Background: an optimization exercise with open tools, aiming at small area. Do not read the settings as production practice. Only simulation tests tie the RTL to the original design; equivalence was not proved. The flow treats the clock pin as an ideal source, which a real chip does not have.

// viterbi_top
module viterbi_top (
    input  logic        clk,
    input  logic        rst,         
    input  logic        in_valid,    
    input  logic [7:0]  in0,         
    input  logic [7:0]  in1,         
    output logic        out_valid,   
    output logic [31:0] out_bits     
);
    logic [4:0]  t;                  
    logic [5:0]  pm [4];             
    logic [28:0] sv [4];             
    logic [3:0]  sd;                 
    logic        ph;                 
    function automatic logic [5:0] add6(input logic [5:0] x, input logic [5:0] y,
                                        input logic ci);
        logic c;
        c = ci;
        for (int i = 0; i < 6; i++) begin
            add6[i] = x[i] ^ y[i] ^ c;
            c = (x[i] & y[i]) | (x[i] & c) | (y[i] & c);
        end
    endfunction
    function automatic logic lt6(input logic [5:0] x, input logic [5:0] y);
        logic c;
        c = 1'b1;
        for (int i = 0; i < 5; i++)
            c = (x[i] & ~y[i]) | (x[i] & c) | (~y[i] & c);
        lt6 = x[5] ^ ~y[5] ^ c;
    endfunction
    function automatic logic neg6(input logic [5:0] x, input logic [5:0] y);
        logic c;
        c = 1'b0;
        for (int i = 0; i < 5; i++)
            c = (x[i] & y[i]) | (x[i] & c) | (y[i] & c);
        neg6 = x[5] ^ y[5] ^ c;
    endfunction
    logic [2:0] p0, p1;
    assign p0 = ~in0[7:5];
    assign p1 = ~in1[7:5];
    logic [5:0] pp, k, r0, r1;
    assign pp = add6({{3{p0[2]}}, p0}, {{3{p1[2]}}, p1}, 1'b1);     
    assign k  = {pp[4:0], 1'b0};
    assign r0 = {{2{p0[2]}}, p0, 1'b1};
    assign r1 = {{2{p1[2]}}, p1, 1'b1};
    logic [5:0] d01, d23, h01, h23, dq;
    assign d01 = add6(pm[0], ~pm[1], 1'b1);
    assign d23 = add6(pm[2], ~pm[3], 1'b1);
    assign h01 = {d01[5], d01[5:1]};
    assign h23 = {d23[5], d23[5:1]};
    assign dq  = add6({{3{p1[2]}}, p1}, ~{{3{p0[2]}}, p0}, 1'b1);
    logic init;
  ...
==> flow/config.mk <==
export PLATFORM = sky130hd
export DESIGN_NAME = viterbi_top
export DESIGN_NICKNAME = viterbi_top
export VERILOG_FILES = /design/flow/design.v
export SDC_FILE = /design/flow/constraint.sdc
export NUM_CORES = 4
export LEC_CHECK = 0
export CAP_MARGIN = 0
export CELL_PAD_IN_SITES_DETAIL_PLACEMENT = 1
export CORE_MARGIN = 2
export CORE_UTILIZATION = 55
export PLACE_DENSITY = 0.7
export SLEW_MARGIN = 0
export SYNTH_HIERARCHICAL = 1
==> flow/constraint.sdc <==
create_clock -name core_clock -period 10.0 [get_ports {clk}]
set_input_delay 2.0000 -clock core_clock [delete_from_list [all_inputs] [get_ports {clk}]]
set_output_delay 2.0000 -clock core_clock [all_outputs]
set_load 0.01 [all_outputs]
standard.sh (not shown) runs the stock make flow with config.mk's settings and CLKGATE_MAP_FILE= SYNTH_SCRIPT=/design/flow/synth_recipe.tcl, a recipe that flattens the netlist after the stock synthesis.
==> flow/flow/run.sh <==
#!/bin/bash
# The standard layout (standard.sh, standard synthesis unchanged) with
# changes that only affect buffering and sizing:
#  - every port gets a buffer, the smallest one (buf_1);
#  - the clock tree is built from clkbuf_8 cells, without dummy loads, and
#    then (flow/post_cts.tcl) cells on paths with positive slack are sized down
#    again, and each clock buffer is sized down to clkbuf_4 where the clock slew
#    at every flip-flop stays at most 120 ps;
#  - before the placement-stage repair, cells on paths with positive slack
#    are sized down (flow/pre_resize.tcl).
# The make output goes to standard.log; ORFS's per-step logs stay under orfs/logs.
set -euo pipefail
export BUFFER_PORTS_ARGS="-buffer_cell sky130_fd_sc_hd__buf_1"
export CTS_ARGS="-sink_clustering_enable -repair_clock_nets -buf_list sky130_fd_sc_hd__clkbuf_8 -dont_use_dummy_load"
export PRE_RESIZE_TCL="$(pwd)/flow/pre_resize.tcl"
export POST_CTS_TCL="$(pwd)/flow/post_cts.tcl"
bash standard.sh finish > standard.log 2>&1
==> flow/flow/post_cts.tcl <==
proc my_clk_pin_slew_ps {} {
  set w 0
  foreach pin [all_registers -clock_pins -edge_triggered] {
    foreach e {rise fall} {
      set ps [expr {[sta::time_ui_sta [get_property $pin slew_max_$e]] * 1e12}]
      if {$ps > $w} { set w $ps }
    }
  }
  return $w
}
estimate_parasitics -placement
set_propagated_clock [all_clocks]
# Size down cells on paths with positive slack once more, then fix any slew
# or capacitance limit that breaks.
repair_timing -recover_power 100 -verbose
repair_design -cap_margin $::env(CAP_MARGIN) -slew_margin $::env(SLEW_MARGIN) -verbose
estimate_parasitics -placement
set small [get_lib_cells */sky130_fd_sc_hd__clkbuf_4]
set big [get_lib_cells */sky130_fd_sc_hd__clkbuf_8]
set n 0
foreach inst [get_cells *] {
  if {[get_property $inst ref_name] ne "sky130_fd_sc_hd__clkbuf_8"} { continue }
  replace_cell $inst $small
  estimate_parasitics -placement
  if {[my_clk_pin_slew_ps] > 120.0} {
    replace_cell $inst $big
    estimate_parasitics -placement
  } else {
    incr n
  }
}
puts "post_cts: sized $n clock buffers down, worst clock pin slew [my_clk_pin_slew_ps] ps"
==> flow/flow/pre_resize.tcl <==
# Before the placement-stage repair_design: size down cells on paths with
# positive slack. repair_design, which follows, then fixes any slew or
# capacitance limit this breaks.
estimate_parasitics -placement
repair_timing -recover_power 100 -verbose
Edit:
==> flow/flow/run.sh (replaced) <==
#!/bin/bash
# The standard layout (standard.sh, standard synthesis unchanged) with
# three changes that only affect buffering and sizing:
#  - every port gets a buffer, the smallest one (buf_1);
#  - the clock tree is built from clkbuf_8 cells, without dummy loads;
#  - after global routing, cells on paths with positive slack are sized down.
# The make output goes to standard.log; ORFS's per-step logs stay under orfs/logs.
set -euo pipefail
export BUFFER_PORTS_ARGS="-buffer_cell sky130_fd_sc_hd__buf_1"
export CTS_ARGS="-sink_clustering_enable -repair_clock_nets -buf_list sky130_fd_sc_hd__clkbuf_8 -dont_use_dummy_load"
export RECOVER_POWER=100
bash standard.sh finish > standard.log 2>&1
- CAP_MARGIN: 0 -> 20
- CORE_UTILIZATION: 55 -> 30
- PLACE_DENSITY: 0.7 -> 0.5
- SLEW_MARGIN: 0 -> 20
removed: flow/flow/post_cts.tcl
removed: flow/flow/pre_resize.tcl
This time the run reached the layout checks and failed them: max-capacitance violations, max-slew violations.
Cell area came out higher by a few percent.
Clock-buffer cell count stays the same.
Cell count goes up by about a fifth.
Register-to-register slack stays flat.
Edit:
--- a/flow/flow/run.sh
+++ b/flow/flow/run.sh
@@ -5,3 +5,4 @@
 #  - the clock tree is built from clkbuf_8 cells, without dummy loads;
-#  - after global routing, cells on paths with positive slack are sized down.
+#  - before the placement-stage repair, cells on paths with positive slack
+#    are sized down (flow/pre_resize.tcl).
 # The make output goes to standard.log; ORFS's per-step logs stay under orfs/logs.
@@ -10,3 +11,3 @@
 export CTS_ARGS="-sink_clustering_enable -repair_clock_nets -buf_list sky130_fd_sc_hd__clkbuf_8 -dont_use_dummy_load"
-export RECOVER_POWER=100
+export PRE_RESIZE_TCL="$(pwd)/flow/pre_resize.tcl"
 bash standard.sh finish > standard.log 2>&1
==> flow/flow/pre_resize.tcl (new file) <==
# Before the placement-stage repair_design: size down cells on paths with
# positive slack. repair_design, which follows, then fixes any slew or
# capacitance limit this breaks.
estimate_parasitics -placement
repair_timing -recover_power 100 -verbose
Effect:
- Now the flow finished with timing, DRC and antenna clean
- cell area goes up by about 0.9%
- synthesized area stays the same
- setup slack degrades by 0.095 ns
- cell count went up by about 0.4%
Edit:
--- a/flow/flow/run.sh
+++ b/flow/flow/run.sh
@@ -2,5 +2,7 @@
 # The standard layout (standard.sh, standard synthesis unchanged) with
-# three changes that only affect buffering and sizing:
+# changes that only affect buffering and sizing:
 #  - every port gets a buffer, the smallest one (buf_1);
-#  - the clock tree is built from clkbuf_8 cells, without dummy loads;
+#  - the clock tree is built from clkbuf_8 cells, without dummy loads, and
+#    then each of its buffers is sized down to clkbuf_4 where the clock slew
+#    at every flip-flop stays at most 120 ps (flow/post_cts.tcl);
 #  - before the placement-stage repair, cells on paths with positive slack
@@ -12,2 +14,3 @@
 export PRE_RESIZE_TCL="$(pwd)/flow/pre_resize.tcl"
+export POST_CTS_TCL="$(pwd)/flow/post_cts.tcl"
 bash standard.sh finish > standard.log 2>&1
==> flow/flow/post_cts.tcl (new file) <==
proc my_clk_pin_slew_ps {} {
  set w 0
  foreach pin [all_registers -clock_pins -edge_triggered] {
    foreach e {rise fall} {
      set ps [expr {[sta::time_ui_sta [get_property $pin slew_max_$e]] * 1e12}]
      if {$ps > $w} { set w $ps }
    }
  }
  return $w
}
estimate_parasitics -placement
set_propagated_clock [all_clocks]
set small [get_lib_cells */sky130_fd_sc_hd__clkbuf_4]
set big [get_lib_cells */sky130_fd_sc_hd__clkbuf_8]
set n 0
foreach inst [get_cells *] {
  if {[get_property $inst ref_name] ne "sky130_fd_sc_hd__clkbuf_8"} { continue }
  replace_cell $inst $small
  estimate_parasitics -placement
  if {[my_clk_pin_slew_ps] > 120.0} {
    replace_cell $inst $big
    estimate_parasitics -placement
  } else {
    incr n
  }
}
puts "post_cts: sized $n clock buffers down, worst clock pin slew [my_clk_pin_slew_ps] ps"
- CAP_MARGIN: 20 -> 0
- CORE_UTILIZATION: 30 -> 55
- PLACE_DENSITY: 0.5 -> 0.7
- SLEW_MARGIN: 20 -> 0
The new run finished with timing, DRC and antenna clean; global-route usage is higher by 12 points; synthesized cell count is unchanged; worst hold slack hardly moves.

==> port drivers added, routing unchanged <==
Ports are ideal in the flow. The routed layouts listed here were re-timed in OpenROAD.
Step 1 sets driving cells, clkbuf_16 on the clock port and buf_2 on the other inputs (assumed; they add their load-dependent delay and slew).
Step 2 moves the port delays by t, midway between the first and last clock arrival at a register: inputs arrive t later, outputs are due t later. That takes back most of the time a late clock gives input paths.
Slacks: no drivers / after step 1 / after step 2; pairs: no drivers / after step 1.
run	t, ns	setup WS [ns]	worst setup path after step 2	worst data-port slew with drivers (ns)	pins driven straight from the clock port
the first run	0.610	0.563 / 0.525 / 1.135	register to output	0.03	1
the second run	0.488	0.704 / 0.661 / 1.149	register to output	0.04	1
the third run	0.493	0.609 / 0.563 / 1.056	register to output	0.04	1
the fourth run	0.610	0.685 / 0.649 / 1.259	register to output	0.03	1
